This design comes from an exercise in tuning for small area on the open sky130 flow, not from production work. Function was checked by simulation only, so behaviour that the tests miss may differ from the original. Power figures rest on the tool's default switching activity, not on a simulated workload.

==> flow/design.v (excerpt) <==
module lottery(
	input clk,
	input [4:0] W1, W2, W3, W4, N_in,
	input reset, scan,
	output SYSRDY, winner, not_a_win, RD_ERR,
	output [2:0] Eur100,
	output [3:0] Eur010, Eur001
);
	assign RD_ERR = err;
	assign SYSRDY = (W1 != 0) && (W2 != 0) && (W3 != 0) && (W4 != 0) &&
	                (W1 != W2) && (W1 != W3) && (W1 != W4) &&
	                (W2 != W3) && (W2 != W4) && (W3 != W4);
	reg [4:0] b1, b2, b3;    
	reg [2:0] line;          
	reg [1:0] n;             
	reg [1:0] h;             
	reg err, f;              
	reg [2:0] sh;            
	reg [3:0] st;            
	reg [2:0] sq;            
	reg sr;                  
	wire rd   = scan && SYSRDY && (N_in != 0);
	wire dup1 = (N_in == b1);
	wire dup2 = (N_in == b2);
	wire dup3 = (N_in == b3);
	wire dup  = (n[1] | n[0]) & dup1 | n[1] & dup2 | n[1] & n[0] & dup3;
	wire take = rd && (line != 0) && !dup;             
	wire hit  = (N_in == W1) || (N_in == W2) || (N_in == W3) || (N_in == W4);
	wire [2:0] hn = (n == 0) ? {2'b0, hit} : {1'b0, h} + {2'b0, hit};
	wire add  = take && (n == 3) && !f;                
	wire p1   = add && (hn == 1);                      
	wire p5   = add && (hn >= 2);                      
	wire p20  = add && (hn >= 3);                      
	wire p100 = add && hn[2];                          
	wire       qw = p1 & sq[2];                        
	wire [2:0] qn = p1 ? {sq[1] & sq[0], sq[1] ^ sq[0], ~sq[0] & ~sq[2]} : sq;
	wire       rt = p5 | qw;                           
	wire       uc = sr & rt;                           
	wire [4:0] ts = st + {p20, 1'b0} + uc;
	wire       tc = (ts >= 10);
	wire [3:0] tn = tc ? ts - 10 : ts[3:0];
	wire [2:0] hs = sh + p100 + tc;
	always @(posedge clk or negedge reset) begin
		if (!reset) begin
			line <= 0;
			n <= 0;
			err <= 0;
			f <= 0;
		end
		else if (scan && SYSRDY) begin
			if (N_in == 0)
				err <= 1;
			else if (line == 0) begin
				if (N_in > 6)
					err <= 1;
				else begin
					line <= N_in[2:0];
					err <= 0;
				end
			end
			else if (dup)
				err <= 1;
			else begin
				n <= n + 1;
				if (n != 0)
					err <= 0;
				if (n == 3) begin
					line <= line - 1;
					if (line == 1)
						f <= 1;
				end
			end
		end
	end
	always @(posedge clk) begin
		if (take) begin
			b1 <= N_in;
  ...
clock: 15.0 ns
lec_check: 0
cap_margin: 0
core_margin: 2
core_utilization: 40
gpl_timing_driven: 0
place_density: 0.6
slew_margin: 0
standard.sh (not shown) runs the stock make flow with config.mk's settings and CLKGATE_MAP_FILE= SYNTH_SCRIPT=/design/flow/synth_recipe.tcl, a recipe that flattens the netlist after the stock synthesis.
==> flow/flow/run.sh <==
#!/bin/bash
# The standard synthesis, its combinational logic mapped again for area by ABC
# (flip-flops untouched; sixteen ABC runs with different seeds, the smallest kept),
# then the standard layout with the smallest buffer on every input and output
# port and a small clock tree. Each tool's output goes to a log file here.
set -euo pipefail
R=orfs/results/$FLOW_PLATFORM/lottery/base
export LIB=$FLOW_HOME/platforms/$FLOW_PLATFORM/lib/sky130_fd_sc_hd__tt_025C_1v80.lib
bash standard.sh synth > make_synth.log 2>&1
cp $R/1_2_yosys.v standard_synth.v
python3 flow/mkmodels.py $LIB models.v > mkmodels.log 2>&1
export ABC_DONT_USE="$(for c in $(sed -n '/^export DONT_USE_CELLS/,/^$/p' $FLOW_HOME/platforms/$FLOW_PLATFORM/config.mk | grep -o 'sky130_fd_sc_hd__[a-z0-9_]*'); do printf -- '-dont_use %s ' $c; done)"
SEEDS="1 2 3 4 5 6 7 8 9 10 11 12 13 14 15 16"
for batch in "1 2 3 4" "5 6 7 8" "9 10 11 12" "13 14 15 16"; do
  for s in $batch; do
    printf 'strash\n&get -n\n&deepsyn -T 20 -S %s\n&put\ndch -f\namap\ntopo\n' $s > resynth_$s.abc
    ABC_SCRIPT=resynth_$s.abc NETLIST_IN=standard_synth.v NETLIST_OUT=resynth_$s.v yosys -c flow/resynth.tcl > yosys_resynth_$s.log 2>&1 &
  done
  wait
done
best=$(for s in $SEEDS; do a=$(grep -o "Chip area for module '.lottery': [0-9.]*" yosys_resynth_$s.log | awk '{print $NF}'); [[ -n "$a" ]] && echo "$a $s"; done | sort -n | head -1 | awk '{print $2}')
echo "kept ABC run $best" > resynth_choice.log
grep "Chip area for module" yosys_resynth_*.log >> resynth_choice.log
cp resynth_$best.v $R/1_2_yosys.v
rm -f $R/1_synth.odb $R/1_synth.sdc
CTS="-sink_clustering_enable -repair_clock_nets -dont_use_dummy_load -buf_list sky130_fd_sc_hd__clkbuf_4 -sink_clustering_size 35 -sink_clustering_max_diameter 500"
bash standard.sh BUFFER_PORTS_ARGS="-buffer_cell sky130_fd_sc_hd__buf_1" CTS_ARGS="$CTS" finish > make_finish.log 2>&1
Other scripts of this flow, unchanged in this note and not shown: flow/flow/mkmodels.py, flow/flow/resynth.tcl
The baseline completed without violations.
Change:
==> flow/flow/run.sh (replaced) <==
#!/bin/bash
# The standard synthesis, its combinational logic mapped again for area by ABC
# (flip-flops untouched; four ABC runs with different seeds, the smallest kept),
# then the standard layout with the smallest buffer on every input and output
# port and a small clock tree. Each tool's output goes to a log file here.
set -euo pipefail
R=orfs/results/$FLOW_PLATFORM/lottery/base
export LIB=$FLOW_HOME/platforms/$FLOW_PLATFORM/lib/sky130_fd_sc_hd__tt_025C_1v80.lib
bash standard.sh synth > make_synth.log 2>&1
cp $R/1_2_yosys.v standard_synth.v
python3 flow/mkmodels.py $LIB models.v > mkmodels.log 2>&1
export ABC_DONT_USE="$(for c in $(sed -n '/^export DONT_USE_CELLS/,/^$/p' $FLOW_HOME/platforms/$FLOW_PLATFORM/config.mk | grep -o 'sky130_fd_sc_hd__[a-z0-9_]*'); do printf -- '-dont_use %s ' $c; done)"
for s in 1 2 3 4; do
  printf 'strash\n&get -n\n&deepsyn -T 20 -S %s\n&put\ndch -f\namap\ntopo\n' $s > resynth_$s.abc
  ABC_SCRIPT=resynth_$s.abc NETLIST_IN=standard_synth.v NETLIST_OUT=resynth_$s.v yosys -c flow/resynth.tcl > yosys_resynth_$s.log 2>&1 &
done
wait
best=$(for s in 1 2 3 4; do a=$(grep -o "Chip area for module '.lottery': [0-9.]*" yosys_resynth_$s.log | awk '{print $NF}'); [[ -n "$a" ]] && echo "$a $s"; done | sort -n | head -1 | awk '{print $2}')
echo "kept ABC run $best" > resynth_choice.log
grep "Chip area for module" yosys_resynth_*.log >> resynth_choice.log
cp resynth_$best.v $R/1_2_yosys.v
rm -f $R/1_synth.odb $R/1_synth.sdc
CTS="-sink_clustering_enable -repair_clock_nets -dont_use_dummy_load -buf_list sky130_fd_sc_hd__clkbuf_4 -sink_clustering_size 35 -sink_clustering_max_diameter 500"
bash standard.sh BUFFER_PORTS_ARGS="-buffer_cell sky130_fd_sc_hd__buf_1" CTS_ARGS="$CTS" finish > make_finish.log 2>&1
What happened:
- The new run completed without violations
- clock power shrinks by about 1%
- global-route usage grows by 1.0 points
- routed wire length grows by about 6%
- synthesized area grows by 0.57%
- total power grows by about 4.7%
- cell area shrinks by about 0.4%
- cell count grows by about 1%
- die area grows by 0.55%
- combinational power grows by about 11%

-- what the ideal ports hide --
The flow's constraints put no driver on any port. The routed layouts listed below were extracted and timed again, unchanged, in two steps. Step 1 sets driving cells, clkbuf_16 on the clock port and buf_2 on the other inputs (assumed; they add their load-dependent delay and slew). Step 2 adds t to the input delays and takes it off the output delays; t is the mean of the earliest and latest rising clock arrival at the registers after step 1. Input paths then give back, and output paths get back, about the clock's delay inside the block. a / b / c = no drivers / after step 1 / after step 2; a / b = the first two.
run | shift t [ns] | slack for setup (ns) | clock arrival spread, ns | worst slew at a driven data input, ns | pins driven straight from the clock port
the first run | 0.356 | 6.548 / 6.553 / 6.197 | 0.012 / 0.012 | 0.03 | 1
the second run | 0.347 | 6.176 / 6.179 / 5.832 | 0.036 / 0.037 | 0.03 | 1
After both steps setup and hold are still met in every run listed. The setup slack of the first run, which loses most, moves by +0.005 ns with the drivers and by -0.351 ns with both steps.
